This is an optimization exercise on Yosys and OpenROAD, whose aim is small area, not a production implementation. At most, simulation tests tie the RTL to the original design; equivalence was not proved. No functional check of the RTL was part of run 4. Power and IR drop assume default switching activity.

==> flow/design.v <==
module hamming84_encoder(
    input  wire [3:0] data_in,
    output wire [7:0] code_out
);
  wire d0 = data_in[0];
  wire d1 = data_in[1];
  wire d2 = data_in[2];
  wire d3 = data_in[3];
  wire p0 = d0 ^ d1 ^ d3;    
  wire p1 = d0 ^ d2 ^ d3;    
  wire p2 = d1 ^ d2 ^ d3;    
  wire [6:0] h = {d3, d2, d1, p2, d0, p1, p0};
  wire p3 = ^h;              
  assign code_out = {p3, h};
endmodule
module hamming84_decoder(
    input  wire [7:0] code_in,         
    output reg  [3:0] data_out,        
    output reg        error_corrected, 
    output reg        double_error     
);
  wire s0 = code_in[0] ^ code_in[2] ^ code_in[4] ^ code_in[6];   
  wire s1 = code_in[1] ^ code_in[2] ^ code_in[5] ^ code_in[6];   
  wire s2 = code_in[3] ^ code_in[4] ^ code_in[5] ^ code_in[6];   
  wire [2:0] syndrome = {s2, s1, s0};   
  wire overall_parity = ^code_in;       
  wire two_bit_err = (syndrome != 3'b000) && (overall_parity == 1'b0);
  wire single_bit_err = overall_parity == 1'b1;
  reg [7:0] corrected;
  always @* begin
    corrected       = code_in;
    error_corrected = 1'b0;
    double_error    = 1'b0;
    if (two_bit_err) begin
      double_error = 1'b1;
    end
    else if (single_bit_err) begin
      if (syndrome != 3'b000) begin
        corrected[syndrome-1] = ~corrected[syndrome-1];
      end else begin
        corrected[7] = ~corrected[7];
      end
      error_corrected = 1'b1;
    end
    data_out = { corrected[6],   
                 corrected[5],   
                 corrected[4],   
                 corrected[2]    
               };
  end
endmodule
module nibble_splitter(
  input  wire [7:0] data_in,      
  output wire [3:0] low_nibble,   
  output wire [3:0] high_nibble   
);
  assign low_nibble  = data_in[3:0];
  assign high_nibble = data_in[7:4];
endmodule
module bit_joiner #(
  parameter LOW_WIDTH  = 4,
  parameter HIGH_WIDTH = 4
) (
  input  wire [LOW_WIDTH-1:0]  low_bits,
  input  wire [HIGH_WIDTH-1:0] high_bits,
  input  wire                  low_ok,
  input  wire                  high_ok,
  output wire 						 join_ok,
  output wire [LOW_WIDTH+HIGH_WIDTH-1:0] data_out
);
assign data_out = (low_ok && high_ok) ? {high_bits, low_bits} : {LOW_WIDTH+HIGH_WIDTH{1'b0}};
assign join_ok = low_ok & high_ok;
endmodule
module uart_sampling_tick #(
    parameter SYS_FREQ  = 50000000,
    parameter BAUD_RATE = 921600,
    parameter CLOCK     = SYS_FREQ/BAUD_RATE,
    parameter SAMPLE    = 32,
	 parameter BAUD_DVSR = (SYS_FREQ * 2 + SAMPLE * BAUD_RATE) / (2 * SAMPLE * BAUD_RATE)
) (
    input wire      clk, reset_n,
    output wire     s_tick
);
    parameter N = $clog2(BAUD_DVSR);
    reg [N-1:0] cnt_reg;
    wire [N-1:0] cnt_next;
    always @(posedge clk or negedge reset_n) begin
        if (~reset_n) begin
            cnt_reg<=0;
        end
        else cnt_reg <= cnt_next;
    end
    assign cnt_next = (cnt_reg == (BAUD_DVSR-1)) ? 0 : (cnt_reg + 1);
    assign s_tick = (cnt_reg == (BAUD_DVSR-1)) ? 1'b1 : 1'b0;
endmodule
module uart_tx #(
  parameter DATA_SIZE       = 8,
            BIT_COUNT_SIZE  = $clog2(DATA_SIZE+1)
  )  (
  input                         clk, s_tick,  
  input                         reset_n, 
  input                         tx_start,  
  input   [DATA_SIZE - 1 : 0]   data_in,  
  output wire                   tx, 
  output wire                   tx_done_tick        
);
reg [DATA_SIZE-1:0]           TX_shift_reg, TX_shift_next; 
reg [BIT_COUNT_SIZE - 1:0]    bit_count; 
reg [4:0]                     sample_count;
reg                           tx_reg;  
wire [BIT_COUNT_SIZE - 1:0]   bit_count_next;
wire [4:0]                    sample_count_next;
wire                          tx_next;
reg                       load_TX_shift_reg;
reg                       inc_bit_count;
reg                       clr_bit_count;
reg                       inc_sample_count;
reg                       clr_sample_count;
reg                       add_start_bit_tx;
reg                       add_data_bit_tx;
reg                       add_stop_bit_tx;
reg                       shift;
reg                       tx_done;
reg [1:0]                 state, next_state;
localparam [1:0] 
  IDLE      = 2'b00,
  START     = 2'b01,
  DATA      = 2'b10,
  STOP      = 2'b11;
always @(posedge clk or negedge reset_n) begin 
  if(~reset_n) begin
    state <= IDLE;
  end
  else if (s_tick) begin
    state <= next_state;
  end
end
always @(posedge clk or negedge reset_n) begin
  if (~reset_n) begin
    bit_count <= 0;
    sample_count <= 0;
    TX_shift_reg <= {(DATA_SIZE){1'b1}};
    tx_reg <= 1'b1;
  end
  else if (s_tick) begin
    bit_count <= bit_count_next;
    sample_count <= sample_count_next;
    TX_shift_reg <= TX_shift_next;
    tx_reg <= tx_next;
  end
end
assign bit_count_next = (clr_bit_count) ? 0 : (inc_bit_count) ? bit_count + 1'b1 : bit_count;
assign sample_count_next = (clr_sample_count) ? 0 : (inc_sample_count) ? sample_count + 1'b1 : sample_count;
assign tx_next = (add_start_bit_tx) ? 1'b0 : (add_data_bit_tx) ? TX_shift_reg[0] : (add_stop_bit_tx) ? 1'b1 : tx_reg;
always @* begin
  if (load_TX_shift_reg) begin
    TX_shift_next = data_in;
  end
  else if (shift) begin
    TX_shift_next = {1'b1,TX_shift_reg[DATA_SIZE-1:1]};
  end
  else begin
    TX_shift_next = TX_shift_reg;
  end
end
assign tx = tx_reg;  
always @* begin 
  inc_sample_count    = 0;
  clr_sample_count    = 0;
  inc_bit_count       = 0;
  clr_bit_count       = 0;
  load_TX_shift_reg   = 0;
  shift               = 0;
  add_start_bit_tx    = 0;
  add_data_bit_tx     = 0;
  add_stop_bit_tx     = 0;
  tx_done             = 0;
  case (state)
    IDLE: begin
      if (tx_start) begin
        load_TX_shift_reg = 1;
        next_state = START;
      end
      else begin
        next_state = IDLE;
      end
    end
    START: begin
      add_start_bit_tx = 1;
      if (sample_count == 5'd15) begin
        clr_sample_count = 1;
        inc_bit_count = 1;
        next_state = DATA;
      end
      else begin
        inc_sample_count = 1;
        next_state = START;
      end
    end
    DATA: begin
      add_data_bit_tx = 1;
      if (sample_count == 5'd15) begin
        clr_sample_count = 1;
        if (bit_count == 4'd8) begin
          clr_bit_count = 1;
          next_state = STOP;
        end
        else begin
          shift = 1;
          inc_bit_count = 1;
          next_state = DATA;
        end
      end
      else begin
        inc_sample_count = 1;
        next_state = DATA;
      end
    end
    STOP: begin
      add_stop_bit_tx = 1;
      if (sample_count == 5'd31) begin
        clr_sample_count = 1;
        tx_done = 1;
        next_state = IDLE;
      end
      else begin
        inc_sample_count = 1;
        next_state = STOP;
      end    
    end
    default : next_state = IDLE;
  endcase
end
assign tx_done_tick = tx_done;  
endmodule 
module uart_rx #(
  parameter DATA_SIZE       = 8,
            BIT_COUNT_SIZE  = $clog2(DATA_SIZE)
  )  (
  input                         clk, s_tick,  
  input                         reset_n, 
  input                         rx,
  input                         rx_start,
  output [DATA_SIZE- 1:0]       data_out,
  output wire                   rx_done_tick       
);
reg [DATA_SIZE-1:0]         RX_shift_reg, RX_shift_next;
reg [BIT_COUNT_SIZE:0]      bit_count;
reg [3:0]                   sample_count;
wire [BIT_COUNT_SIZE:0]     bit_count_next;
wire [3:0]                  sample_count_next;
reg                       load_RX_shift_reg;
reg                       inc_bit_count;
reg                       clr_bit_count;
reg                       inc_sample_count;
reg                       clr_sample_count;
reg                       shift;
reg                       rx_done;
reg [1:0]                 state, next_state;
assign rx_done_tick = rx_done;
localparam [1:0] 
  IDLE      = 2'b00,
  START     = 2'b01,
  DATA      = 2'b10,
  STOP      = 2'b11;
always @(posedge clk or negedge reset_n) begin 
  if(~reset_n) begin
    state <= IDLE;
  end
  else if (s_tick) begin
    state <= next_state;
  end
end
always @(posedge clk or negedge reset_n) begin
  if (~reset_n) begin
    bit_count <= 0;
    sample_count <= 0;
    RX_shift_reg <= 0;
  end
  else if (s_tick) begin
    bit_count <= bit_count_next;
    sample_count <= sample_count_next;
    RX_shift_reg <= RX_shift_next;
  end
end
assign bit_count_next = (clr_bit_count) ? 0 : (inc_bit_count) ? bit_count + 1'b1 : bit_count;
assign sample_count_next = (clr_sample_count) ? 0 : (inc_sample_count) ? sample_count + 1'b1 : sample_count;
always @* begin
  if (load_RX_shift_reg) begin
    RX_shift_next = RX_shift_reg; 
  end
  else if (shift) begin
    RX_shift_next = {rx,RX_shift_reg[DATA_SIZE-1: 1]};
  end
  else begin
    RX_shift_next = RX_shift_reg;
  end
end
assign data_out = RX_shift_reg;  
always @* begin 
  inc_sample_count    = 0;
  clr_sample_count    = 0;
  inc_bit_count       = 0;
  clr_bit_count       = 0;
  load_RX_shift_reg   = 0;
  shift               = 0;
  rx_done             = 0;
  case (state)
    IDLE: begin
      if (~rx_start) begin
        next_state        = IDLE;
      end
      else begin
        if (rx == 1'b0) begin
          next_state      = START;
        end
        else begin
          next_state      = IDLE;
        end
      end
    end
    START: begin
      if (rx == 1'b1) begin  
        clr_sample_count  = 1'b1;
        next_state        = IDLE;
      end
      else begin
        if (sample_count == 4'd7) begin
          clr_sample_count= 1'b1;
          next_state      = DATA;
        end
        else begin
          inc_sample_count = 1;
          next_state      = START;
        end
      end
    end
    DATA: begin
      if (sample_count == 4'd15) begin
        if (bit_count == 4'd8) begin 
            clr_sample_count  = 1'b1;
            clr_bit_count     = 1'b1;
            next_state  = STOP;
        end
        else begin
            shift           = 1;
            inc_bit_count   = 1;
            clr_sample_count= 1;
            next_state      = DATA;
        end
      end
      else begin
        inc_sample_count    = 1;
        next_state        = DATA;
      end
    end
    STOP: begin
      if (sample_count == 4'd15) begin
        clr_sample_count = 1;
        rx_done = 1;
        next_state = IDLE;
      end
      else begin
        inc_sample_count = 1;
        next_state = STOP;
      end
    end
    default : next_state  = IDLE;
  endcase
end
assign rx_done_tick = rx_done;  
endmodule 
module uart_fifo #(
  parameter DATA_SIZE   = 8,
            SIZE_FIFO   = 16,
            ADDR_WIDTH  = $clog2(SIZE_FIFO)
  )  (
  input                             clk, s_tick,
  input                             reset_n, 
  input  [DATA_SIZE - 1 : 0]        w_data,
  input                             wr,
  input                             rd,
  output  [DATA_SIZE - 1 : 0]       r_data,
  output wire                       full,
  output wire                       empty     
);
reg [DATA_SIZE - 1 : 0]   fifo [SIZE_FIFO - 1 : 0];
reg [ADDR_WIDTH -1:0] w_ptr_reg, w_ptr_next, w_ptr_succ;
reg [ADDR_WIDTH -1:0] r_ptr_reg, r_ptr_next, r_ptr_succ;
reg full_reg, full_next;
reg empty_reg, empty_next;
wire wr_en;
always @(posedge clk or negedge reset_n) begin
  if (~reset_n) begin
    w_ptr_reg <= 0;
    r_ptr_reg <= 0;
    full_reg <= 0;
    empty_reg <= 1;
  end
  else if (s_tick) begin
    if (wr_en) fifo[w_ptr_reg] <= w_data;
    w_ptr_reg <= w_ptr_next;
    r_ptr_reg <= r_ptr_next;
    full_reg <= full_next;
    empty_reg <= empty_next;
  end  
end
assign wr_en = wr & (~full_reg | rd);  
assign full = full_reg;
assign empty = empty_reg;
assign r_data = fifo[r_ptr_reg];
always @(*) begin
  w_ptr_succ = w_ptr_reg + 1'b1;
  r_ptr_succ = r_ptr_reg + 1'b1;
  w_ptr_next = w_ptr_reg;
  r_ptr_next = r_ptr_reg;
  full_next = full_reg;
  empty_next = empty_reg;
  case ({wr, rd}) 
    2'b01: begin  
      if (~empty_reg) begin
        r_ptr_next = r_ptr_succ;
        full_next = 0;
        if (r_ptr_succ == w_ptr_reg) empty_next = 1;
      end
    end
    2'b10: begin  
      if (~full_reg) begin
        w_ptr_next = w_ptr_succ;
        empty_next = 0;
        if (w_ptr_succ == r_ptr_reg) full_next = 1;
      end
    end
    2'b11: begin  
      if (empty_reg) begin  
        w_ptr_next = w_ptr_succ;
        empty_next = 0;
      end
      else begin
        w_ptr_next = w_ptr_succ;
        r_ptr_next = r_ptr_succ;
      end
    end
  endcase
end
endmodule 
module uart_fifo_out #(
  parameter DATA_SIZE   = 10,
            SIZE_FIFO   = 16,
            ADDR_WIDTH  = $clog2(SIZE_FIFO)
  )  (
  input                             clk, s_tick,
  input                             reset_n, 
  input  [DATA_SIZE - 1 : 0]        w_data,
  input                             wr,
  input                             rd,
  output  [DATA_SIZE - 1 : 0]       r_data,
  output wire                       full,
  output wire                       empty     
);
reg [DATA_SIZE - 1 : 0]   fifo [SIZE_FIFO - 1 : 0];
reg [ADDR_WIDTH -1:0] w_ptr_reg, w_ptr_next, w_ptr_succ;
reg [ADDR_WIDTH -1:0] r_ptr_reg, r_ptr_next, r_ptr_succ;
reg full_reg, full_next;
reg empty_reg, empty_next;
wire wr_en;
always @(posedge clk or negedge reset_n) begin
  if (~reset_n) begin
    w_ptr_reg <= 0;
    r_ptr_reg <= 0;
    full_reg <= 0;
    empty_reg <= 1;
  end
  else if (s_tick) begin
    if (wr_en) fifo[w_ptr_reg] <= w_data;
    w_ptr_reg <= w_ptr_next;
    r_ptr_reg <= r_ptr_next;
    full_reg <= full_next;
    empty_reg <= empty_next;
  end  
end
assign wr_en = wr & (~full_reg | rd);  
assign full = full_reg;
assign empty = empty_reg;
assign r_data = fifo[r_ptr_reg];
always @(*) begin
  w_ptr_succ = w_ptr_reg + 1'b1;
  r_ptr_succ = r_ptr_reg + 1'b1;
  w_ptr_next = w_ptr_reg;
  r_ptr_next = r_ptr_reg;
  full_next = full_reg;
  empty_next = empty_reg;
  case ({wr, rd}) 
    2'b01: begin  
      if (~empty_reg) begin
        r_ptr_next = r_ptr_succ;
        full_next = 0;
        if (r_ptr_succ == w_ptr_reg) empty_next = 1;
      end
    end
    2'b10: begin  
      if (~full_reg) begin
        w_ptr_next = w_ptr_succ;
        empty_next = 0;
        if (w_ptr_succ == r_ptr_reg) full_next = 1;
      end
    end
    2'b11: begin  
      if (empty_reg) begin  
        w_ptr_next = w_ptr_succ;
        empty_next = 0;
      end
      else begin
        w_ptr_next = w_ptr_succ;
        r_ptr_next = r_ptr_succ;
      end
    end
  endcase
end
endmodule 
module uart_trans #(
  parameter DATA_SIZE       = 8,
            SIZE_FIFO       = 16,
            SYS_FREQ        = 50000000,
            BAUD_RATE       = 115200, 
            SAMPLE          = 16,
            BAUD_DVSR       = SYS_FREQ/(SAMPLE*BAUD_RATE)
  )  (
  input 	  							trans,
  input                       clk               ,   
  input                       reset_n           ,   
  input       [DATA_SIZE-1:0] bus_data_in       ,   
  output                      tx                ,   
  output      [2:0]           TX_status_register,
  output								wait_request,
  output reg waiting_nibble,
  output								s_tick
);
wire [DATA_SIZE-1:0] tx_data_in;
wire                 tx_done, tx_full, tx_empty;
reg  [3:0]           sub_highlow;     
wire  [DATA_SIZE-1:0] sub_bus_data;    
reg                  highOrLow;       
reg                  fifo_tx_wr;      
wire						tx_start;
wire	[DATA_SIZE-1:0] data_to_be_mod;			
wire [3:0] low_in, high_in;
assign tx_start = !tx_empty;
nibble_splitter splitter (
  .data_in     (bus_data_in),
  .low_nibble  (low_in),
  .high_nibble (high_in)
);
hamming84_encoder en_tx (
  .data_in  (sub_highlow),
  .code_out (sub_bus_data)
);
uart_sampling_tick #(
  .SYS_FREQ  (SYS_FREQ),
  .BAUD_RATE (BAUD_RATE),
  .SAMPLE    (SAMPLE),
  .BAUD_DVSR (BAUD_DVSR)
) uart_sampling_tick_inst (
  .clk      (clk),
  .reset_n  (reset_n),
  .s_tick   (s_tick)
);
uart_tx #(
  .DATA_SIZE (DATA_SIZE)
) uart_tx_inst (
  .clk          (clk),
  .s_tick       (s_tick),
  .reset_n      (reset_n),
  .tx_start     (tx_start),
  .data_in      (tx_data_in),
  .tx           (tx),
  .tx_done_tick (tx_done)
);
uart_fifo #(
  .DATA_SIZE (DATA_SIZE),
  .SIZE_FIFO (SIZE_FIFO)
) uart_fifo_tx (
  .clk     (clk),
  .s_tick  (s_tick),
  .reset_n (reset_n),
  .w_data  (sub_bus_data),
  .r_data  (tx_data_in),  
  .wr      (fifo_tx_wr),
  .rd      (tx_done),
  .full    (tx_full),
  .empty   (tx_empty)
);
always @(posedge clk or negedge reset_n) begin
  if (!reset_n) 
  begin
    highOrLow   <= 0;
    fifo_tx_wr  <= 0;
    sub_highlow <= 0;
	 waiting_nibble <= 1;
  end 
  else
		begin
			if (waiting_nibble == 0)
				waiting_nibble <= 1;
			if(s_tick) 
				begin
				 fifo_tx_wr <= 0;  
				 if (!tx_full&&trans) 
					 begin
						if (!highOrLow) 
							begin
							  sub_highlow <= low_in;
							  fifo_tx_wr  <= 1;
							  highOrLow   <= 1;  
							end 
						else 
							begin
							  sub_highlow <= high_in;
							  fifo_tx_wr  <= 1;
							  highOrLow   <= 0;  
							  waiting_nibble <= 0;
							end
						end
					end
		end
end
assign wait_request = (trans && waiting_nibble) || tx_full;
assign TX_status_register = {tx_done, tx_empty, tx_full};
endmodule
module uart_re#(
  parameter DATA_SIZE       = 8,
            SIZE_FIFO       = 16,
            BIT_COUNT_SIZE  = $clog2(DATA_SIZE+1),
            SYS_FREQ        = 50000000,
            BAUD_RATE       = 115200, 
            CLOCK           = SYS_FREQ/BAUD_RATE,
            SAMPLE          = 16,
            BAUD_DVSR       = SYS_FREQ/(SAMPLE*BAUD_RATE)
  )  (
  input                       clk               ,
  input                       reset_n           ,
  input                       rx                ,
  input								read_en,
  output      [7:0]           out_rx             ,
  output		reg  [7:0]				real_output,
  output      [2:0]           RX_status_register,
  output      [7:0]           rx_data_out,
  output      [3:0]           sub_low_de1,
  output      [3:0]           sub_high_de1,
  output 	  [7:0]           mstate,
  output 	[9:0]				dout,
  output   dout_empty,
  output   wire double_error,
  output   wire error_corrected,
  output      h_ok,
  output 	  l_ok,
  output			join_ok,
  output			s_tick,
  output			wait_request,
  output reg wait_req,
	output reg read_latch
);
wire [DATA_SIZE-1:0] bus_data_out;
wire                 rx_done;
wire                 rx_full;
wire                 rx_empty;
reg                  fifo_rx_rd;
reg [7:0] real_output_reg;
wire double_error_l, double_error_h,  error_corrected_l, error_corrected_h;
reg  [7:0]	         bus_data_out_high;
reg  [7:0]	         bus_data_out_low;
wire  [3:0]           sub_low_de;
wire  [3:0]           sub_high_de;
assign sub_low_de1 = sub_low_de;
assign sub_high_de1 = sub_high_de;
reg  [1:0]           state;
reg low_ok;
reg high_ok;
assign h_ok = high_ok;
assign l_ok = low_ok;
assign double_error = double_error_h || double_error_l;
assign error_corrected = error_corrected_h||error_corrected_l;
assign outrx = out_rx;
assign RX_status_register = {rx_done, rx_empty, rx_full};
wire [9:0] data_in_fifo;
reg condition;
uart_sampling_tick #(
  .SYS_FREQ   (SYS_FREQ),
  .BAUD_RATE  (BAUD_RATE),
  .CLOCK      (CLOCK),
  .SAMPLE     (SAMPLE),
  .BAUD_DVSR  (BAUD_DVSR)
) uart_sampling_tick_inst (
  .clk      (clk),
  .reset_n  (reset_n),
  .s_tick   (s_tick)
);
uart_rx #(
  .DATA_SIZE (DATA_SIZE)
) uart_rx_inst (
  .clk          (clk),
  .s_tick       (s_tick),
  .reset_n      (reset_n),
  .rx_start     (~rx_full),
  .rx           (rx),
  .data_out     (rx_data_out),
  .rx_done_tick (rx_done)
);
uart_fifo #(
  .DATA_SIZE (DATA_SIZE),
  .SIZE_FIFO (SIZE_FIFO)
) uart_fifo_rx (
  .clk     (clk),
  .s_tick  (s_tick),
  .reset_n (reset_n),
  .w_data  (rx_data_out),
  .r_data  (bus_data_out),
  .wr      (rx_done),
  .rd      (fifo_rx_rd),
  .full    (rx_full),
  .empty   (rx_empty)
);
hamming84_decoder rx_high (
  .code_in  (bus_data_out_high),
  .data_out (sub_high_de),
  .error_corrected (error_corrected_h),
  .double_error (double_error_h)
);
hamming84_decoder rx_low (
  .code_in  (bus_data_out_low),
  .data_out (sub_low_de),
  .error_corrected (error_corrected_l),
  .double_error (double_error_l)
);
bit_joiner join_rx (
  .high_ok	 (high_ok),
  .low_ok	 (low_ok),
  .low_bits  (sub_low_de),
  .high_bits (sub_high_de),
  .data_out  (out_rx),
  .join_ok (join_ok)
);
uart_fifo_out #(
  .DATA_SIZE (10),
  .SIZE_FIFO (SIZE_FIFO)
) uart_fifo_out (
  .clk     (clk),
  .s_tick  (s_tick),
  .reset_n (reset_n),
  .w_data  (data_in_fifo),
  .r_data  (dout),
  .wr      (join_ok),
  .rd      (wait_req),
  .full    (),
  .empty   (dout_empty)
);
always @(posedge clk or negedge reset_n) begin
  if (!reset_n) 
	  begin
		 fifo_rx_rd    <= 0;
		 state         <= 4;
		 wait_req 		<= 0;
		 read_latch <= 0;
		 low_ok <= 0;
		 high_ok <= 0;
		 bus_data_out_low <= 0;
		 bus_data_out_high <= 0;
	  end 
  else
	  begin
			if (read_en)
				read_latch <= 1;
				wait_req <= read_latch;	
		  if(s_tick)  
			begin
				read_latch <= 0;
				 fifo_rx_rd <= 0;
				 if (join_ok) 
					 begin 
						 low_ok<=0;high_ok<=0; state <= 0; 
						 bus_data_out_low<=0;
						 bus_data_out_high<=0;
					 end
				 case (state)
					0: begin
					  if (!rx_empty) 
						  begin
							 fifo_rx_rd     <= 1;
							 bus_data_out_low <= bus_data_out;
							 low_ok <=1;
							 state          <= 1;
						  end
						end
					1: begin
					 if(rx_done) 
						 begin 
							state      <= 2;
						 end
						end
					2: begin
					  if (!rx_empty) 
						  begin
								fifo_rx_rd     <= 1;
								bus_data_out_high <= bus_data_out;
								high_ok <=1;
								state          <= 3;
						  end
					end
					3: begin
							state       <= 4;  
						end
				 endcase
			  end
		end
end
assign mstate = state;
	assign wait_request = (read_en && wait_req);
	assign data_in_fifo = {double_error,error_corrected,out_rx};
endmodule
module uart_secded_top (
  input        clk,
  input        reset_n,              
  input        trans,
  input  [7:0] bus_data_in,
  output       tx,
  output [2:0] tx_status,            
  output       wait_request_write,
  input        rx,
  input        read_en,
  output [2:0] rx_status,            
  output       wait_request_read,
  output [9:0] rx_dout,              
  output       rx_valid              
);
  reg  [4:0] tcnt;
  wire       tick = (tcnt == 5'd26);
  always @(posedge clk or negedge reset_n)
    if (!reset_n) tcnt <= 5'd0;
    else          tcnt <= tick ? 5'd0 : tcnt + 5'd1;
  reg       hol;           
  reg       twr;           
  reg       wn;            
  reg [3:0] nib;
  wire      tx_full, tx_empty, tx_done;
  wire      take = tick & trans & ~tx_full;
  always @(posedge clk or negedge reset_n)
    if (!reset_n) begin
      hol <= 1'b0;
      twr <= 1'b0;
      wn  <= 1'b0;
    end else begin
      wn <= take & hol;
      if (tick) twr <= trans & ~tx_full;
      if (take) hol <= ~hol;
    end
  always @(posedge clk)
    if (take) nib <= hol ? bus_data_in[7:4] : bus_data_in[3:0];
  assign wait_request_write = (trans & ~wn) | tx_full;
  reg [3:0] tmem [0:15];
  reg [3:0] twp, trp;
  reg       tfull, tempty;
  wire      twe = twr & (~tfull | tx_done);
  always @(posedge clk)
    if (tick & twe) tmem[twp] <= nib;
  always @(posedge clk or negedge reset_n)
    if (!reset_n) begin
      twp <= 4'd0; trp <= 4'd0; tfull <= 1'b0; tempty <= 1'b1;
    end else if (tick) begin
      case ({twr, tx_done})
        2'b01: if (~tempty) begin
                 trp <= trp + 4'd1; tfull <= 1'b0;
                 if (trp + 4'd1 == twp) tempty <= 1'b1;
               end
        2'b10: if (~tfull) begin
                 twp <= twp + 4'd1; tempty <= 1'b0;
                 if (twp + 4'd1 == trp) tfull <= 1'b1;
               end
        2'b11: begin
                 twp <= twp + 4'd1;
                 if (tempty) tempty <= 1'b0;
                 else        trp <= trp + 4'd1;
               end
        default: ;
      endcase
    end
  assign tx_full  = tfull;
  assign tx_empty = tempty;
  localparam [1:0] IDLE = 2'b00, START = 2'b01, DATA = 2'b10, STOP = 2'b11;
  reg [1:0] ts;
  reg [4:0] tsc;
  reg [3:0] tbc;
  reg       txr;
  wire [3:0] hd = tmem[trp];
  wire [7:0] code = {hd[0] ^ hd[1] ^ hd[2], hd[3], hd[2], hd[1],
                     hd[1] ^ hd[2] ^ hd[3], hd[0],
                     hd[0] ^ hd[2] ^ hd[3], hd[0] ^ hd[1] ^ hd[3]};
  wire       tend = (ts == STOP) ? (tsc == 5'd31) : (tsc[3:0] == 4'd15);
  assign tx_done = (ts == STOP) & (tsc == 5'd31);
  always @(posedge clk or negedge reset_n)
    if (!reset_n) begin
      ts <= IDLE; tsc <= 5'd0; tbc <= 4'd0; txr <= 1'b1;
    end else if (tick) begin
      case (ts)
        IDLE:  if (~tempty) ts <= START;
        START: begin
                 txr <= 1'b0;
                 if (tend) begin tsc <= 5'd0; tbc <= tbc + 4'd1; ts <= DATA; end
                 else tsc <= tsc + 5'd1;
               end
        DATA:  begin
                 txr <= code[tbc[2:0] - 3'd1];
                 if (tend) begin
                   tsc <= 5'd0;
                   if (tbc == 4'd8) begin tbc <= 4'd0; ts <= STOP; end
                   else tbc <= tbc + 4'd1;
                 end else tsc <= tsc + 5'd1;
               end
        STOP:  begin
                 txr <= 1'b1;
                 if (tend) begin tsc <= 5'd0; ts <= IDLE; end
                 else tsc <= tsc + 5'd1;
               end
      endcase
    end
  assign tx        = txr;
  assign tx_status = {tx_done, tx_empty, tx_full};
  reg [1:0] rs;
  reg [3:0] rsc;
  reg [3:0] rbc;
  reg [7:0] rsh;
  wire      rx_done = (rs == STOP) & (rsc == 4'd15);
  always @(posedge clk or negedge reset_n)
    if (!reset_n) begin
      rs <= IDLE; rsc <= 4'd0; rbc <= 4'd0; rsh <= 8'd0;
    end else if (tick) begin
      case (rs)
        IDLE:  if (~rx) rs <= START;
        START: if (rx) begin rsc <= 4'd0; rs <= IDLE; end
               else if (rsc == 4'd7) begin rsc <= 4'd0; rs <= DATA; end
               else rsc <= rsc + 4'd1;
        DATA:  if (rsc == 4'd15) begin
                 rsc <= 4'd0;
                 if (rbc == 4'd8) begin rbc <= 4'd0; rs <= STOP; end
                 else begin rbc <= rbc + 4'd1; rsh <= {rx, rsh[7:1]}; end
               end else rsc <= rsc + 4'd1;
        STOP:  if (rsc == 4'd15) begin rsc <= 4'd0; rs <= IDLE; end
               else rsc <= rsc + 4'd1;
      endcase
    end
  wire s0 = rsh[0] ^ rsh[2] ^ rsh[4] ^ rsh[6];
  wire s1 = rsh[1] ^ rsh[2] ^ rsh[5] ^ rsh[6];
  wire s2 = rsh[3] ^ rsh[4] ^ rsh[5] ^ rsh[6];
  wire [2:0] syn = {s2, s1, s0};
  wire par = ^rsh;
  wire de  = (syn != 3'd0) & ~par;
  wire ec  = par;
  wire [3:0] dd = {rsh[6] ^ (par & (syn == 3'd7)),
                   rsh[5] ^ (par & (syn == 3'd6)),
                   rsh[4] ^ (par & (syn == 3'd5)),
                   rsh[2] ^ (par & (syn == 3'd3))};
  reg       d1, d2;        
  reg       hph;           
  reg [5:0] lo;            
  always @(posedge clk or negedge reset_n)
    if (!reset_n) begin
      d1 <= 1'b0; d2 <= 1'b0; hph <= 1'b0;
    end else if (tick) begin
      d1 <= rx_done;
      d2 <= d1;
      if (d1) hph <= ~hph;
    end
  always @(posedge clk)
    if (tick & d1 & ~hph) lo <= {de, ec, dd};
  wire       join_ok = d2 & ~hph;
  wire [9:0] wdata   = {de | lo[5], ec | lo[4], dd, lo[3:0]};
  assign rx_status = {rx_done, ~(d1 | d2), 1'b0};
  reg rlatch, wreq;
  always @(posedge clk or negedge reset_n)
    if (!reset_n) begin
      rlatch <= 1'b0; wreq <= 1'b0;
    end else begin
      rlatch <= ~tick & (read_en | rlatch);
      wreq   <= rlatch;
    end
  assign wait_request_read = read_en & wreq;
  reg [9:0] omem [0:15];
  reg [3:0] owp, orp;
  reg       ofull, oempty;
  wire      owe = join_ok & (~ofull | wreq);
  always @(posedge clk)
    if (tick & owe) omem[owp] <= wdata;
  always @(posedge clk or negedge reset_n)
    if (!reset_n) begin
      owp <= 4'd0; orp <= 4'd0; ofull <= 1'b0; oempty <= 1'b1;
    end else if (tick) begin
      case ({join_ok, wreq})
        2'b01: if (~oempty) begin
                 orp <= orp + 4'd1; ofull <= 1'b0;
                 if (orp + 4'd1 == owp) oempty <= 1'b1;
               end
        2'b10: if (~ofull) begin
                 owp <= owp + 4'd1; oempty <= 1'b0;
                 if (owp + 4'd1 == orp) ofull <= 1'b1;
               end
        2'b11: begin
                 owp <= owp + 4'd1;
                 if (oempty) oempty <= 1'b0;
                 else        orp <= orp + 4'd1;
               end
        default: ;
      endcase
    end
  assign rx_dout  = omem[orp];
  assign rx_valid = ~oempty;
endmodule
==> flow/run.sh <==
#!/bin/bash
# synth_recipe.tcl (not shown) runs the flow's synth.tcl, then flattens the netlist and writes it again
# the make line also repeats each setting of config.mk as NAME=value (left out here)
make -C /OpenROAD-flow-scripts/flow DESIGN_CONFIG=/design/flow/config.mk WORK_HOME=/design/flow/orfs CLKGATE_MAP_FILE= SYNTH_SCRIPT=/design/flow/synth_recipe.tcl finish
==> flow/config.mk <==
export PLATFORM = sky130hd
export DESIGN_NAME = uart_secded_top
export DESIGN_NICKNAME = uart_secded_top
export VERILOG_FILES = /design/flow/design.v
export SDC_FILE = /design/flow/constraint.sdc
export NUM_CORES = 4
export LEC_CHECK = 0
export CAP_MARGIN = 20
export CORE_MARGIN = 2
export CORE_UTILIZATION = 40
export SLEW_MARGIN = 20
==> flow/constraint.sdc <==
create_clock -name core_clock -period 20.0 [get_ports {clk}]
set_input_delay 4.0000 -clock core_clock [delete_from_list [all_inputs] [get_ports {clk}]]
set_output_delay 4.0000 -clock core_clock [all_outputs]
set_load 0.01 [all_outputs]
==> results of run 1 <==
==> per-stage QoR <==
stage | instances | area, um2 | util, % | worst slack (ps) | power, mW
floorplan | 782 | 12860 | - | 11700 | 0.6752
CTS | 1255 | 14820 | 46.83 | 10770 | 1.349
global placement | 1194 | 13580 | 42.94 | 10790 | 0.6811
detailed placement | 1194 | 13610 | 43.01 | 10770 | 0.6812
finish | 1255 | 14830 | 46.87 | 10780 | 1.335
global route | 1255 | 14830 | 46.87 | 10690 | 1.377
==> cells by family after synthesis <==
logic type / after synthesis
muxes: 99
xor gates and xnor gates: 54
DFF: 297
buffers and inverters: 60
and+or+nand+nor: 181
AOI/OAI and AO/OA: 66
adders and majority gates: 24
other: 1
==> cell usage in the layout (no fill, tap or decap), types with 20 or more instances in the layout <==
cell type,count
nand2_1,47
nor2_1,39
clkdlybuf4s50_1,30
ha_1,24
and2_1,20
inv_1,21
xnor2_1,36
o21ai_0,22
edfxtp_1,234
mux4_2,61
clkbuf_16,35
dfrtp_1,58
mux2_2,20
==> worst register-to-register path: stages (launching register included) <==
cell and delay, ps:
dfrtp_1 400, inv_1 70, ha_1 170, nand4b_1 470
nor3_1 900, nand2_1 360, nor2_1 560, buf_4 300
==> flip-flops by register name (all words and copies together) (netlist names), 2 cells and up, named ones only <==
name / flops
omem: 160
tmem: 64
rsh: 8
lo: 6
tcnt: 5
tsc: 5
nib: 4
orp: 4
owp: 4
rbc: 4
rsc: 4
tbc: 4
trp: 4
twp: 4
ts: 2
==> per-layer routing <==
layer | part of all wire [%] | track usage [%]
met1 | 47 | 21.36
met2 | 46 | 22.86
met3 | 5.2 | 2.760
met4 | 2.0 | 4.160
met5 | 0 | 0
==> synth_stat cells (all sizes together), types with 5 or more instances <==
| master | number |
|---|---|
| a21o | 6 |
| a21oi | 10 |
| a31oi | 5 |
| and2 | 21 |
| buf | 20 |
| clkbuf | 18 |
| dfrtp | 60 |
| edfxtp | 234 |
| ha | 24 |
| inv | 22 |
| mux2 | 20 |
| mux2i | 16 |
| mux4 | 63 |
| nand2 | 47 |
| nand2b | 5 |
| nand3 | 11 |
| nand4 | 6 |
| nor2 | 43 |
| nor2b | 9 |
| nor3 | 21 |
| o211ai | 5 |
| o21ai | 26 |
| xnor2 | 40 |
| xor2 | 14 |
==> worst min-delay path by stage <==
stage                 to  startpoint
floorplan           wreq      rlatch
global placement    wreq      rlatch
detailed placement  wreq      rlatch
CTS                 wreq      rlatch
global route        wreq      rlatch
finish              wreq      rlatch
==> layout make-up <==
class                      count  share of cell area (%)
multi-input combinational    425                   26.90
clock inverter                19                   1.941
tap                          402                   3.392
timing repair buffer          48                   2.920
clock buffer                  42                   6.219
sequential                   297                   58.07
inverter                      22                  0.5570
==> where the power goes <==
group | leakage [nW] | total, mW | switching [mW] | internal [mW]
Combinational | 1.64 | 0.00800 | 0.00422 | 0.00378
Clock | 0.595 | 0.667 | 0.246 | 0.421
Sequential | 2.48 | 0.660 | 0.000630 | 0.660
Total | 4.72 | 1.34 | 0.251 | 1.08
==> summary.txt, run 1 <==
Lkg Pwr: 4.716 nW
DIE HEIGHT: 183.3 um
CP endpoint kind: primary output
Crit Path Class: in -> out
Synth Register Bits: 297
vias: 6585
post-synth top area cell: edfxtp_1
Detail Route Antenna Nets: 0
largest net degree at the start of global routing: 64
Top delay family on crit path: buffers and inverters
share of cells above drive strength 1: 20.87%
RD Place Congestion: 0.7429
synth warn: 1
EDFF count, synth: 234
period utilization: 46.10%
fmax: 108.5 MHz
1st-pass router iterations: 4
register area: 0.008610 mm2
worst-path cell chain: clkdlybuf4s50_1 -> inv_1 -> o21ai_0 -> clkdlybuf4s50_1
hpwl dp: 14.75 mm
root buf cell: clkbuf_16
Yosys top cell area share: 54.66%
DRC Markers: 0
worst-path fanout max: 2
worst vdd rail ir drop: 0.04883 mV
Total GRT Usage: 14.73%
WP data required: 16000 ps
crit path launch: trans
Post-Synth Adder-Cell Area: 2.336%
vias in the first global route: 6636
Most common cell on crit path: clkdlybuf4s50_1
Post-CTS Setup Bufs: 0
die width: 183.3 um
WP buf/inv: 3
largest family of logic cells by synthesized area: multiplexers
Hold-fix buffers, CTS: 0
# port buffers: 31
Tightest Hold Check Type: reg -> reg
die area: 0.03359 mm2
TritonCTS Sinks: 297
compound-cell area share of the yosys netlist: 3.426%
worst slew pin tran: 946.6 ps
setup violators final: 0
synthesized net count: 819
crit path to: wait_request_write
Core Rows: 65
Final Hold Fails: 0
Reg2Reg Depth: 7
CTS tree: yes
clock buffer depth: 3
Min-Delay Path Depth: 0
initial antenna violation count: 0
Levels on crit path: 4
final hold slack: 376.8 ps
RSZ-0062 raised after global routing: false
wire length of the first global-routing pass: 37.82 mm
Rel. slew slack: 36.89%
Max-Cap Viols: 0
Reg clk slew, reported paths: 60 ps
worst flop-to-flop path startpoint: tcnt[0]
mean area per synthesized cell: 16.44 um2
reg2reg setup slack: 16450 ps
ys flop type: edfxtp_1
post-cts sizing count: 0
worst flop-to-flop path endpoint: omem[15][2]
status: finished clean
io pins: 33
H-tree depth: 2
Yosys cell types: 57
CP arrival: 5220 ps
DR vias/cell: 5.247
Mapped Area: 0.01286 mm2
setup TNS: 0 ps
Final Critical Period: 9220 ps
synth top area cells: edfxtp_1 (55%), dfrtp_1 (12%), mux4_2 (11%), xnor2_1 (2.7%), ha_1 (2.3%)
First DRT Iteration DRCs: 492
synthesized instance count: 782
Simple-Gate Fraction of Synth Area: 6.900%
Synth Area in XOR/XNOR: 3.737%
total wire length: 24.02 mm
Nets: 865
post-synthesis sequential area ratio: 66.95%
Num CTS Buffers: 34
area of the multi-input gates: 0.003989 mm2
remaining global-route overflow: 0
critical path's slowest cell: clkdlybuf4s50_1
core area: 0.03164 mm2
# diodes: 0
Final Max Tran Viols: 0
CP max stage delay: 570 ps
layout filler cell count: 2632
ys async rst share: 21.21%
clk_skew: 23.58 ps
starting density of the core: 40.64%
Area Growth Syn to Fin: 15.33%
multiplexer share of the synthesized area: 14.19%
later-pin clock latency in the skew report: 510 ps
wire per inst: 19.14 um
Startpoint Class: input pin
PD cells: 90.06 mW/mm2
==> run 2: changes to the inputs <==
--- a/flow/design.v
+++ b/flow/design.v
@@ -857,30 +857,28 @@
     if (take) nib <= hol ? bus_data_in[7:4] : bus_data_in[3:0];
   assign wait_request_write = (trans & ~wn) | tx_full;
-  reg [3:0] tmem [0:15];
-  reg [3:0] twp, trp;
-  reg       tfull, tempty;
-  wire      twe = twr & (~tfull | tx_done);
+  reg [63:0] tr;
+  reg [3:0]  twp, trp;
+  reg        tfull, tempty;
+  wire       tpush = twr & (~tfull | tx_done);
+  wire       tpop  = tx_done & ~tempty;
+  wire       tins  = tpush & (twp == 4'd15);
   always @(posedge clk)
-    if (tick & twe) tmem[twp] <= nib;
+    tr <= {tr[59:0], tins ? nib : tr[63:60]};
   always @(posedge clk or negedge reset_n)
     if (!reset_n) begin
       twp <= 4'd0; trp <= 4'd0; tfull <= 1'b0; tempty <= 1'b1;
-    end else if (tick) begin
-      case ({twr, tx_done})
-        2'b01: if (~tempty) begin
-                 trp <= trp + 4'd1; tfull <= 1'b0;
-                 if (trp + 4'd1 == twp) tempty <= 1'b1;
-               end
-        2'b10: if (~tfull) begin
-                 twp <= twp + 4'd1; tempty <= 1'b0;
-                 if (twp + 4'd1 == trp) tfull <= 1'b1;
-               end
-        2'b11: begin
-                 twp <= twp + 4'd1;
-                 if (tempty) tempty <= 1'b0;
-                 else        trp <= trp + 4'd1;
-               end
-        default: ;
-      endcase
+    end else begin
+      twp <= twp + {2'd0, tick & tpush, ~(tick & tpush)};
+      trp <= trp + {2'd0, tick & tpop,  ~(tick & tpop)};
+      if (tick) begin
+        if (tpush & ~tpop) begin
+          tempty <= 1'b0;
+          tfull  <= (twp + 4'd1 == trp);
+        end
+        if (tpop & ~tpush) begin
+          tfull  <= 1'b0;
+          tempty <= (trp + 4'd1 == twp);
+        end
+      end
     end
   assign tx_full  = tfull;
@@ -891,5 +889,6 @@
   reg [3:0] tbc;
   reg       txr;
-  wire [3:0] hd = tmem[trp];
+  reg       txbit;
+  wire [3:0] hd = tr[63:60];
   wire [7:0] code = {hd[0] ^ hd[1] ^ hd[2], hd[3], hd[2], hd[1],
                      hd[1] ^ hd[2] ^ hd[3], hd[0],
@@ -897,4 +896,6 @@
   wire       tend = (ts == STOP) ? (tsc == 5'd31) : (tsc[3:0] == 4'd15);
   assign tx_done = (ts == STOP) & (tsc == 5'd31);
+  always @(posedge clk)
+    if ((ts == DATA) & (trp == 4'd15)) txbit <= code[tbc[2:0] - 3'd1];
   always @(posedge clk or negedge reset_n)
     if (!reset_n) begin
@@ -909,5 +910,5 @@
                end
         DATA:  begin
-                 txr <= code[tbc[2:0] - 3'd1];
+                 txr <= txbit;
                  if (tend) begin
                    tsc <= 5'd0;
@@ -932,5 +933,5 @@
   always @(posedge clk or negedge reset_n)
     if (!reset_n) begin
-      rs <= IDLE; rsc <= 4'd0; rbc <= 4'd0; rsh <= 8'd0;
+      rs <= IDLE; rsc <= 4'd0; rbc <= 4'd0;
     end else if (tick) begin
       case (rs)
@@ -942,5 +943,5 @@
                  rsc <= 4'd0;
                  if (rbc == 4'd8) begin rbc <= 4'd0; rs <= STOP; end
-                 else begin rbc <= rbc + 4'd1; rsh <= {rx, rsh[7:1]}; end
+                 else rbc <= rbc + 4'd1;
                end else rsc <= rsc + 4'd1;
         STOP:  if (rsc == 4'd15) begin rsc <= 4'd0; rs <= IDLE; end
@@ -948,4 +949,6 @@
       endcase
     end
+  always @(posedge clk)
+    if (tick & (rs == DATA) & (rsc == 4'd15) & (rbc != 4'd8)) rsh <= {rx, rsh[7:1]};
   wire s0 = rsh[0] ^ rsh[2] ^ rsh[4] ^ rsh[6];
   wire s1 = rsh[1] ^ rsh[2] ^ rsh[5] ^ rsh[6];
@@ -984,32 +987,32 @@
     end
   assign wait_request_read = read_en & wreq;
-  reg [9:0] omem [0:15];
-  reg [3:0] owp, orp;
-  reg       ofull, oempty;
-  wire      owe = join_ok & (~ofull | wreq);
+  reg [159:0] orr;
+  reg [3:0]   owp, orp;
+  reg         ofull, oempty, opend;
+  wire        opush = join_ok & (~ofull | wreq);
+  wire        opop  = wreq & ~oempty;
+  wire        oins  = (join_ok & ~ofull & (owp == 4'd15)) | (opend & (owp == 4'd0));
   always @(posedge clk)
-    if (tick & owe) omem[owp] <= wdata;
+    orr <= {orr[149:0], oins ? wdata : orr[159:150]};
   always @(posedge clk or negedge reset_n)
     if (!reset_n) begin
-      owp <= 4'd0; orp <= 4'd0; ofull <= 1'b0; oempty <= 1'b1;
-    end else if (tick) begin
-      case ({join_ok, wreq})
-        2'b01: if (~oempty) begin
-                 orp <= orp + 4'd1; ofull <= 1'b0;
-                 if (orp + 4'd1 == owp) oempty <= 1'b1;
-               end
-        2'b10: if (~ofull) begin
-                 owp <= owp + 4'd1; oempty <= 1'b0;
-                 if (owp + 4'd1 == orp) ofull <= 1'b1;
-               end
-        2'b11: begin
-                 owp <= owp + 4'd1;
-                 if (oempty) oempty <= 1'b0;
-                 else        orp <= orp + 4'd1;
-               end
-        default: ;
-      endcase
+      owp <= 4'd0; orp <= 4'd0; ofull <= 1'b0; oempty <= 1'b1; opend <= 1'b0;
+    end else begin
+      owp <= owp + {2'd0, tick & opush, ~(tick & opush)};
+      orp <= orp + {2'd0, tick & opop,  ~(tick & opop)};
+      if (tick & join_ok & ofull & wreq) opend <= 1'b1;
+      else if (owp == 4'd0)              opend <= 1'b0;
+      if (tick) begin
+        if (opush & ~opop) begin
+          oempty <= 1'b0;
+          ofull  <= (owp + 4'd1 == orp);
+        end
+        if (opop & ~opush) begin
+          ofull  <= 1'b0;
+          oempty <= (orp + 4'd1 == owp);
+        end
+      end
     end
-  assign rx_dout  = omem[orp];
+  assign rx_dout  = orr[orp * 10 +: 10];
   assign rx_valid = ~oempty;
 endmodule
--- a/flow/config.mk
+++ b/flow/config.mk
@@ -9,3 +9,5 @@
 export CORE_MARGIN = 2
 export CORE_UTILIZATION = 40
+export CTS_BUF_LIST = sky130_fd_sc_hd__clkbuf_4
+export CTS_CLUSTER_SIZE = 30
 export SLEW_MARGIN = 20
==> run 2 against run 1 <==
  * Still clean on timing, DRC and antenna
  * Sequential power down 5.3%
  * Clock-buffer cell count increased by 71
  * Design area shrank 21%
  * Register-to-register slack improved by 900 ps
  * Clock power shrank 22%
  * Non-clock buffer count decreased by 13
  * Wire length shrank 29%
  * Via count shrank 14%
  * Global-route usage shrank 1.1 points
  * Die area down 21%
  * Fmax rose by 1.1%
  * Clock skew up 18 ps
  * Largest cell class unchanged
==> summary.txt, run 2 <==
status: finished clean
EDFF count, synth: 19 (-92%)
Mapped Area: 0.01011 mm2 (-21%)
Startpoint Class: input pin
Area Growth Syn to Fin: 15.87%
starting density of the core: 40.49% (-0.14 points)
Tightest Hold Check Type: reg -> reg
largest family of logic cells by synthesized area: multiplexers
Post-Place Cell Area: 0.01072 mm2 (-21%)
share of cells above drive strength 1: 23.96% (+3.1 points)
worst vdd rail ir drop: 0.04874 mV (-0.18%)
wire per inst: 14.27 um (-25%)
Yosys cell types: 51 (-11%)
vias: 5660 (-14%)
number of flip-flops in the largest register: 160 (unchanged)
Total GRT Usage: 13.62% (-1.1 points)
WP data required: 16000 ps (about the same)
Simple-Gate Fraction of Synth Area: 6.659% (-0.24 points)
top post-synthesis cells by count: dfxtp_1 (224), dfrtp_1 (53), mux4_2 (50), nand2_1 (43), nor2_1 (32)
most frequent cell after synthesis: dfxtp_1
later-pin clock latency in the skew report: 660 ps (+150 ps)
worst-path fanout max: 2 (unchanged)
Final Max Tran Viols: 0 (unchanged)
Core Rows: 58 (-11%)
DIE HEIGHT: 163.0 um (-11%)
post-synth top area cell: dfxtp_1
Rel. slew slack: 34.13% (-2.8 points)
hpwl dp: 10.63 mm (-28%)
Crit Path Class: in -> out
synthesized instance count: 726 (-7.2%)
Synth Register Bits: 299 (+0.67%)
DR vias/cell: 4.736 (-9.7%)
io pins: 33 (unchanged)
CP max stage delay: 530 ps (-40 ps)
Final Critical Period: 9124 ps (-95.80 ps)
Yosys top cell area share: 44.36% (-10 points)
wire length of the first global-routing pass: 28.99 mm (-23%)
CP endpoint kind: primary output
setup TNS: 0 ps (unchanged)
CP arrival: 5120 ps (-100 ps)
Reg clk slew, reported paths: 70 ps (about the same)
layout filler cell count: 2218 (-16%)
TritonCTS Sinks: 299 (+0.67%)
Min-Delay Path Depth: 0 (unchanged)
fmax: 109.6 MHz (+1.1%)
core area: 0.02496 mm2 (-21%)
compound-cell area share of the yosys netlist: 4.246% (+0.82 points)
final hold slack: 296.4 ps (-80.40 ps)
largest net degree at the start of global routing: 57 (-11%)
vias in the first global route: 6100 (-8.1%)
Hold-fix buffers, CTS: 0 (unchanged)
synth warn: 1 (unchanged)
RSZ-0062 raised after global routing: false
Synth Area in XOR/XNOR: 4.419% (+0.68 points)
worst-path cell chain: clkdlybuf4s50_1 -> and2_1 -> clkdlybuf4s50_1
post-cts sizing count: 0 (unchanged)
Lkg Pwr: 4.790 nW (+1.6%)
ys flop type: dfxtp_1
Max-Cap Viols: 0 (unchanged)
# port buffers: 31 (unchanged)
multiplexer share of the synthesized area: 14.07% (-0.12 points)
1st-pass router iterations: 4 (unchanged)
remaining global-route overflow: 0 (unchanged)
post-route cell area: 0.01171 mm2 (-21%)
setup violators final: 0 (unchanged)
RD Place Congestion: 0.8226 (+11%)
CTS tree: yes
Nets: 855 (-1.2%)
H-tree depth: 3 (+1)
First DRT Iteration DRCs: 262 (-47%)
mean area per synthesized cell: 13.92 um2 (-15%)
most frequent cells in the layout: dfxtp_1 (224), clkbuf_4 (113), dfrtp_1 (51)
Top Registers: orr (160), tr (64), rsh (8)
Biggest register: orr
die width: 163.0 um (-11%)
Post-CTS Setup Bufs: 0 (unchanged)
commonest non-fill, non-tap cell in the layout: dfxtp_1
root buf cell: clkbuf_4
DRC Markers: 0 (unchanged)
Final Hold Fails: 0 (unchanged)
synthesized net count: 772 (-5.7%)
period utilization: 45.62% (-0.48 points)
Post-Synth Adder-Cell Area: 4.382% (+2.0 points)
worst slew pin tran: 988.1 ps (+41.50 ps)
die area: 0.02656 mm2 (-21%)
Num CTS Buffers: 77 (+130%)
clock buffer depth: 3 (unchanged)
ys async rst share: 18.73% (-2.5 points)
PD cells: 100.1 mW/mm2 (+11%)
critical path's slowest cell: clkdlybuf4s50_1
total wire length: 17.06 mm (-29%)
clk_skew: 41.60 ps (+18.02 ps)
Detail Route Antenna Nets: 0 (unchanged)
Most common cell on crit path: clkdlybuf4s50_1
Reg2Reg Depth: 5 (-2)
synth top area cells: dfxtp_1 (44%), dfrtp_1 (13%), mux4_2 (11%), edfxtp_1 (5.6%), ha_1 (3.6%)
post-synthesis sequential area ratio: 63.91% (-3.0 points)
initial antenna violation count: 1 (+1)
-- run 2: through the flow --
step | std cells | utilization (%) | setup slack, ps | total power, mW
6_report | 1195 | 46.92 | 10880 | 1.172
3_5_place_dp | 1060 | 42.92 | 10890 | 0.6682
5_1_grt | 1195 | 46.92 | 10840 | 1.232
4_1_cts | 1194 | 46.90 | 10880 | 1.195
3_3_place_gp | 1060 | 42.92 | 10870 | 0.6665
2_1_floorplan | 726 | - | 11830 | 0.6575
-- run 2: where the power goes --
| part | internal [mW] | total [mW] | leakage, nW | switching (mW) |
|---|---|---|---|---|
| Sequential | 0.616 | 0.625 | 2.68 | 0.00959 |
| Clock | 0.285 | 0.517 | 0.593 | 0.232 |
| Combinational | 0.0161 | 0.0297 | 1.52 | 0.0136 |
-- run 2: cells by family after synthesis --
| family | after synthesis |
|---|---|
| compound gates | 69 |
| xor+xnor | 51 |
| fa+ha+maj | 33 |
| buf+inv | 54 |
| flops | 299 |
| mux | 77 |
| other cells | 1 |
| simple gates | 142 |
-- run 2: worst max-delay path: cells and delay by family --
kind | cells | cell delay [ps]
buffers and inverters | 2 | 1000
and+or+nand+nor | 1 | 120
-- run 2: routing by layer --
metal,track usage (%),routed length [um],vias to the layer above
li1,-,-,2763
met1,17.81,7999,2760
met2,20.84,8048,108
met3,3.947,600,29
met4,6.597,407,0
met5,0,0,-
-- run 2: final cells by class --
| class | count | area (um2) | area share, % |
|---|---|---|---|
| clock buffers | 113 | 848.3 | 7.243 |
| multi-input cells | 373 | 3418 | 29.18 |
| diodes | 1 | 2.502 | 0.02137 |
| clock inverters | 21 | 143.9 | 1.228 |
| well taps | 330 | 412.9 | 3.525 |
| repair buffers | 35 | 335.3 | 2.863 |
| inverters | 23 | 86.33 | 0.7371 |
| flip-flops and latches | 299 | 6465 | 55.20 |
-- run 2: path summary, 6_finish.rpt --
check	start	endpoint	slack, ps
max in group asynchronous	reset_n	orp[1]	15930
worst max-delay path	read_en	wait_request_read	10880
worst min register to register	tr[13]	tr[17]	300
worst max register to register	tcnt[0]	rsh[2]	17350
worst min-delay path	tr[13]	tr[17]	300
min in group asynchronous	reset_n	tbc[3]	3490
==> run 3: changes to the inputs <==
--- a/flow/config.mk
+++ b/flow/config.mk
@@ -9,5 +9,3 @@
 export CORE_MARGIN = 2
 export CORE_UTILIZATION = 40
-export CTS_BUF_LIST = sky130_fd_sc_hd__clkbuf_4
-export CTS_CLUSTER_SIZE = 30
 export SLEW_MARGIN = 20
==> run 3 against run 2 <==
  * Clock-buffer cell count down 71
  * Utilization up 0.25 points
  * Critical path type unchanged
  * Via count down 4.8%
  * Still clean
==> summary.txt, run 3 <==
status: finished clean
Final Max Tran Viols: 0 (unchanged)
Hold-fix buffers, CTS: 0 (unchanged)
wire per inst: 14.95 um (+4.7%)
Final Hold Fails: 0 (unchanged)
synth top area cells: dfxtp_1 (44%), dfrtp_1 (13%), mux4_2 (11%), edfxtp_1 (5.6%), ha_1 (3.6%)
TritonCTS Sinks: 299 (unchanged)
Max-Cap Viols: 0 (unchanged)
Crit Path Class: in -> out
Rel. slew slack: 34.10% (about the same)
CP endpoint kind: primary output
DIE HEIGHT: 163.0 um (unchanged)
Total GRT Usage: 13.15% (-0.48 points)
Post-Place Cell Area: 0.01072 mm2 (unchanged)
synthesized instance count: 726 (unchanged)
Lkg Pwr: 4.720 nW (-1.5%)
clk_skew: 13.36 ps (-28.24 ps)
Synth Register Bits: 299 (unchanged)
Reg clk slew, reported paths: 60 ps (about the same)
most frequent cells in the layout: dfxtp_1 (224), dfrtp_1 (51), mux4_2 (50)
First DRT Iteration DRCs: 244 (-6.9%)
DR vias/cell: 4.828 (+1.9%)
Simple-Gate Fraction of Synth Area: 6.659% (unchanged)
wire length of the first global-routing pass: 28.28 mm (-2.4%)
post-route cell area: 0.01178 mm2 (+0.53%)
starting density of the core: 40.49% (unchanged)
H-tree depth: 1 (-2)
largest net degree at the start of global routing: 57 (unchanged)
Top Registers: orr (160), tr (64), rsh (8)
worst slew pin tran: 988.5 ps (+0.4222 ps)
WP data required: 16000 ps (about the same)
later-pin clock latency in the skew report: 550 ps (-110 ps)
worst vdd rail ir drop: 0.08065 mV (+65%)
1st-pass router iterations: 6 (+2)
synthesized net count: 772 (unchanged)
final core utilization: 47.17% (+0.25 points)
most frequent cell after synthesis: dfxtp_1
# placed instances: 1060 (unchanged)
ys async rst share: 18.73% (unchanged)
DRC Markers: 0 (unchanged)
Detail Route Antenna Nets: 0 (unchanged)
# port buffers: 31 (unchanged)
Mapped Area: 0.01011 mm2 (unchanged)
commonest non-fill, non-tap cell in the layout: dfxtp_1
multiplexer share of the synthesized area: 14.07% (unchanged)
remaining global-route overflow: 0 (unchanged)
Final Power: 1.234 mW (+5.2%)
total wire length: 16.68 mm (-2.2%)
initial antenna violation count: 0 (-1)
hpwl dp: 10.63 mm (unchanged)
Yosys top cell area share: 44.36% (unchanged)
synth warn: 1 (unchanged)
fmax: 109.6 MHz (about the same)
period utilization: 45.62% (about the same)
Startpoint Class: input pin
vias in the first global route: 5620 (-7.9%)
die width: 163.0 um (unchanged)
Post-CTS Setup Bufs: 0 (unchanged)
Synth Area in XOR/XNOR: 4.419% (unchanged)
RSZ-0062 raised after global routing: false
post-synth top area cell: dfxtp_1
PD cells: 104.8 mW/mm2 (+4.7%)
Area Growth Syn to Fin: 16.49%
die area: 0.02656 mm2 (unchanged)
Nets: 808 (-5.5%)
clock buffer depth: 3 (unchanged)
Num CTS Buffers: 30 (-61%)
top post-synthesis cells by count: dfxtp_1 (224), dfrtp_1 (53), mux4_2 (50), nand2_1 (43), nor2_1 (32)
CP arrival: 5120 ps (about the same)
Final Critical Period: 9124 ps (-0.2000 ps)
setup TNS: 0 ps (unchanged)
ys flop type: dfxtp_1
Core Rows: 58 (unchanged)
post-cts sizing count: 0 (unchanged)
mean area per synthesized cell: 13.92 um2 (unchanged)
root buf cell: clkbuf_16
vias: 5388 (-4.8%)
area of the multi-input gates: 0.003418 mm2 (unchanged)
setup violators final: 0 (unchanged)
Biggest register: orr
reg2reg setup slack: 17370 ps (+20 ps)
Yosys cell types: 51 (unchanged)
RD Place Congestion: 0.8226 (unchanged)
number of flip-flops in the largest register: 160 (unchanged)
Post-Synth Adder-Cell Area: 4.382% (unchanged)
share of cells above drive strength 1: 17.43% (-6.5 points)
compound-cell area share of the yosys netlist: 4.246% (unchanged)
Tightest Hold Check Type: reg -> reg
io pins: 33 (unchanged)
# diodes: 0 (-1)
core area: 0.02496 mm2 (unchanged)
register area: 0.006465 mm2 (unchanged)
largest family of logic cells by synthesized area: multiplexers
Layout Cells excl Fill: 1116 (-6.6%)
post-synthesis sequential area ratio: 63.91% (unchanged)
worst-path fanout max: 2 (unchanged)
EDFF count, synth: 19 (unchanged)
CTS tree: yes
layout filler cell count: 2183 (-1.6%)
==> run 3: layout make-up <==
cell class	instances	area share (%)
clock buffers	42	7.544
clock inverters	14	1.434
inverters	23	0.7332
multi-input cells	373	29.03
flip-flops and latches	299	54.90
well taps	330	3.507
repair buffers	35	2.848
==> run 3: metal layers <==
layer	global-route usage [%]	share of wire (%)	vias up
met3	2.572	3.8	25
met5	0	0	-
li1	-	-	2626
met1	18.32	48	2661
met2	20.92	46	76
met4	3.902	2.0	0
==> run 3: power breakdown <==
group	total, mW	switching (mW)	internal, mW
clock	0.578	0.228	0.350
combinational	0.0298	0.0137	0.0161
sequential	0.626	0.00985	0.616
==> run 3: logic make-up after synthesis <==
family          count (synthesis)
fa+ha+maj                      33
flops                         299
other cells                     1
xor+xnor                       51
compound gates                 69
simple gates                  142
buf+inv                        54
mux                            77
==> run 3: critical path: stages <==
cell and delay, ps:
clkdlybuf4s50_1 470, and2_1 120, clkdlybuf4s50_1 530
==> run 3: final timing paths <==
kind | start | to | cells past startpoint
min in group asynchronous | reset_n | wn | 2
worst min register to register | tr[13] | tr[17] | 0
worst max-delay path | read_en | wait_request_read | 3
max in group asynchronous | reset_n | orp[1] | 2
worst max register to register | tcnt[0] | rsh[0] | 5
worst min-delay path | tr[13] | tr[17] | 0
==> run 3: through the flow <==
step	worst slack, ps	hold slack [ps]
finish	10880	322.8
global route	10840	328.6
CTS	10880	324.7
detailed placement	10890	312.1
global placement	10870	309.5
floorplan	11830	309.6
==> run 4: changes to the inputs <==
--- a/flow/design.v
+++ b/flow/design.v
@@ -987,32 +987,47 @@
     end
   assign wait_request_read = read_en & wreq;
-  reg [159:0] orr;
-  reg [3:0]   owp, orp;
-  reg         ofull, oempty, opend;
-  wire        opush = join_ok & (~ofull | wreq);
-  wire        opop  = wreq & ~oempty;
-  wire        oins  = (join_ok & ~ofull & (owp == 4'd15)) | (opend & (owp == 4'd0));
+  reg [139:0] orr;
+  reg [9:0]   hd_q, nx_q;
+  reg [4:0]   ocnt;            
+  reg [3:0]   rwp, rrp;        
+  reg         nfetch, opend;
+  wire        ofull  = ocnt[4];
+  wire        oempty = (ocnt == 5'd0);
+  wire        opush  = join_ok & (~ofull | wreq);
+  wire        opop   = wreq & ~oempty;
+  wire        c0     = oempty;
+  wire        c1     = (ocnt == 5'd1);
+  wire        c2     = (ocnt == 5'd2);
+  wire        rpush  = opush & ~c0 & ~c1 & ~(c2 & opop);
+  wire        fetch  = nfetch & (rrp == 4'd13);
+  wire        oins   = (join_ok & ~ofull & (rwp == 4'd13)) | (opend & (rwp == 4'd0));
   always @(posedge clk)
-    orr <= {orr[149:0], oins ? wdata : orr[159:150]};
+    orr <= {orr[129:0], oins ? wdata : orr[139:130]};
+  always @(posedge clk) begin
+    if (tick & (c0 & opush | c1 & opush & opop)) hd_q <= wdata;
+    else if (tick & opop & ~c1)                  hd_q <= nx_q;
+    if (tick & opush & (c1 & ~opop | c2 & opop)) nx_q <= wdata;
+    else if (fetch)                              nx_q <= orr[139:130];
+  end
+  function [3:0] inc14(input [3:0] p, input two);
+    case (p)
+      4'd12:   inc14 = two ? 4'd0 : 4'd13;
+      4'd13:   inc14 = two ? 4'd1 : 4'd0;
+      default: inc14 = p + (two ? 4'd2 : 4'd1);
+    endcase
+  endfunction
   always @(posedge clk or negedge reset_n)
     if (!reset_n) begin
-      owp <= 4'd0; orp <= 4'd0; ofull <= 1'b0; oempty <= 1'b1; opend <= 1'b0;
+      ocnt <= 5'd0; rwp <= 4'd0; rrp <= 4'd0; nfetch <= 1'b0; opend <= 1'b0;
     end else begin
-      owp <= owp + {2'd0, tick & opush, ~(tick & opush)};
-      orp <= orp + {2'd0, tick & opop,  ~(tick & opop)};
+      rwp <= inc14(rwp, tick & rpush);
+      rrp <= inc14(rrp, fetch);
+      if (tick & opop & (opush ? ~c0 & ~c1 & ~c2 : ~c0 & ~c1 & ~c2)) nfetch <= 1'b1;
+      else if (fetch)                                 nfetch <= 1'b0;
       if (tick & join_ok & ofull & wreq) opend <= 1'b1;
-      else if (owp == 4'd0)              opend <= 1'b0;
-      if (tick) begin
-        if (opush & ~opop) begin
-          oempty <= 1'b0;
-          ofull  <= (owp + 4'd1 == orp);
-        end
-        if (opop & ~opush) begin
-          ofull  <= 1'b0;
-          oempty <= (orp + 4'd1 == owp);
-        end
-      end
+      else if (rwp == 4'd0)              opend <= 1'b0;
+      if (tick) ocnt <= ocnt + {4'd0, opush & ~opop} - {4'd0, opop & ~opush};
     end
-  assign rx_dout  = orr[orp * 10 +: 10];
+  assign rx_dout  = hd_q;
   assign rx_valid = ~oempty;
 endmodule
==> run 4 against run 3 <==
  * Synthesized cell count grew 3.4%
  * Power shrank 1.5%
  * Worst hold slack lost 18 ps
  * Critical path depth is the same
  * Critical path type unchanged
  * Largest power group unchanged
==> summary.txt, run 4 <==
initial antenna violation count: 1 (+1)
Crit Path Class: in -> out
Startpoint Class: input pin
# diodes: 0 (unchanged)
fmax: 108.7 MHz (-0.86%)
Top delay family on crit path: buffers and inverters
Final Hold Fails: 0 (unchanged)
synthesized net count: 802 (+3.9%)
total wire length: 14.60 mm (-12%)
post-synth top area cell: dfxtp_1
Rel. slew slack: 33.91% (-0.19 points)
# port buffers: 31 (unchanged)
DRC Markers: 0 (unchanged)
ys flop type: dfxtp_1
number of flip-flops in the largest register: 140 (-13%)
most frequent cells in the layout: dfxtp_1 (204), dfrtp_1 (58), nand2_1 (51)
share of cells above drive strength 1: 13.22% (-4.2 points)
Hold-fix buffers, CTS: 0 (unchanged)
DIE HEIGHT: 161.2 um (-1.1%)
Most common cell on crit path: clkdlybuf4s50_1
synth warn: 1 (unchanged)
Core Rows: 57 (-1.7%)
synth top area cells: dfxtp_1 (41%), dfrtp_1 (15%), edfxtp_1 (12%), mux2_2 (4.8%), ha_1 (4.3%)
Total GRT Usage: 11.63% (-1.5 points)
layout filler cell count: 2128 (-2.5%)
worst vdd rail ir drop: 0.06370 mV (-21%)
reg2reg setup slack: 16890 ps (-480 ps)
Num CTS Buffers: 29 (-3.3%)
vias: 5236 (-2.8%)
EDFF count, synth: 39 (+20)
worst slew pin tran: 988.8 ps (+0.2668 ps)
Post-Place Cell Area: 0.01051 mm2 (-2.0%)
Lkg Pwr: 4.667 nW (-1.1%)
Biggest register: orr
wire per inst: 12.79 um (-14%)
clk_skew: 25.01 ps (+11.65 ps)
CP max stage delay: 550 ps (+20 ps)
PD cells: 105.8 mW/mm2 (+0.99%)
TritonCTS Sinks: 303 (+1.3%)
WP data required: 16000 ps (about the same)
WP buf/inv: 2 (unchanged)
Yosys cell types: 64 (+25%)
commonest non-fill, non-tap cell in the layout: dfxtp_1
remaining global-route overflow: 0 (unchanged)
later-pin clock latency in the skew report: 540 ps (about the same)
Area Growth Syn to Fin: 16.19%
largest net degree at the start of global routing: 61 (+7.0%)
Yosys top cell area share: 41.33% (-3.0 points)
Post-CTS Setup Bufs: 0 (unchanged)
CTS tree: yes
CP endpoint kind: primary output
H-tree depth: 1 (unchanged)
period utilization: 46.01% (+0.39 points)
First DRT Iteration DRCs: 274 (+12%)
ys async rst share: 19.80% (+1.1 points)
Final Max Tran Viols: 0 (unchanged)
status: finished clean
Detail Route Antenna Nets: 0 (unchanged)
worst-path cell chain: clkdlybuf4s50_1 -> and2_1 -> clkdlybuf4s50_1
root buf cell: clkbuf_16
Top Registers: orr (140), tr (64)
worst-path fanout max: 2 (unchanged)
Final Critical Period: 9203 ps (+78.70 ps)
RSZ-0062 raised after global routing: false
die width: 161.2 um (-1.1%)
mean area per synthesized cell: 13.16 um2 (-5.5%)
clock buffer depth: 3 (unchanged)
final core utilization: 47.21% (about the same)
Max-Cap Viols: 0 (unchanged)
hpwl dp: 9.165 mm (-14%)
Reg clk slew, reported paths: 60 ps (about the same)
[run 4: cell types whose count changed in the layout (fill, tap and decap cells not counted), sizes merged, moves of 8 or more]
cell / change
edfxtp: +20
dfxtp: -20
clkbuf: -10
xor2: -8
inv: +18
o21ai: +12
nand2: +8
a21oi: +15
mux4: -50
mux2: +21
[run 4: report_power, final]
group	leakage [nW]	switching, mW	internal (mW)
Combinational	1.51	0.0141	0.0168
Sequential	2.68	0.00928	0.629
Clock	0.481	0.230	0.316
Total	4.67	0.253	0.962
[run 4: layer usage]
metal	wire length, um	vias up	GRT usage [%]
li1	-	2662	-
met1	7320	2477	16.11
met2	6374	66	18.20
met3	584	31	2.902
met4	319	0	3.328
met5	0	-	0
[run 4: cell type report]
type	instances	area [um2]	share of cell area [%]
clock buffers	32	758.2	6.603
flip-flops and latches	303	6759	58.86
multi-input cells	388	2872	25.01
clock inverters	22	217.7	1.896
repair buffers	34	327.8	2.855
inverters	38	142.6	1.242
well taps	324	405.4	3.531
[run 4: kinds of logic (layout without fill, tap and decap cells)]
group	Yosys count	count (layout)	synth area share (%)
fa+ha+maj	38	38	5.115
simple gates	153	153	7.559
flops	303	303	68.40
buf+inv	60	126	2.608
xor+xnor	38	38	3.938
other cells	1	1	0.03795
mux	45	45	5.090
compound gates	113	113	7.255
[run 4: path summary, 6_finish.rpt]
| kind | from | to | cells past startpoint |
|---|---|---|---|
| worst min-delay path | orr[57] | orr[67] | 0 |
| max in group asynchronous | reset_n | rrp[1] | 2 |
| worst min register to register | orr[57] | orr[67] | 0 |
| worst max register to register | ocnt[2] | ocnt[4] | 14 |
| worst max-delay path | read_en | wait_request_read | 3 |
| min in group asynchronous | reset_n | twp[1] | 2 |
[run 4: per-stage QoR]
stage	std cells	worst slack [ps]	total power [mW]	hold slack, ps
CTS	1141	10770	1.233	311.3
global placement	1087	10770	0.6828	309.7
global route	1141	10760	1.263	309.2
finish	1141	10800	1.215	304.3
detailed placement	1087	10770	0.6830	312.1
floorplan	751	11830	0.6726	309.6
[run 4: worst reg2reg max path: cells and delay by family (launching register included)]
kind	cells	cell delay, ps
XOR/XNOR	1	130
flip-flops	1	380
AO/OA/AOI/OAI	2	330
buffers and inverters	2	140
adder cells (fa/ha/maj)	4	1050
AND/OR/NAND/NOR	5	1010

Check on run 4: ideal ports give 10.797 ns setup slack; a clkbuf_16 on the clock port and buf_2 on the inputs give 10.742 ns; moving port delays by the midpoint clock arrival (0.570 ns) as well gives 10.742 ns.
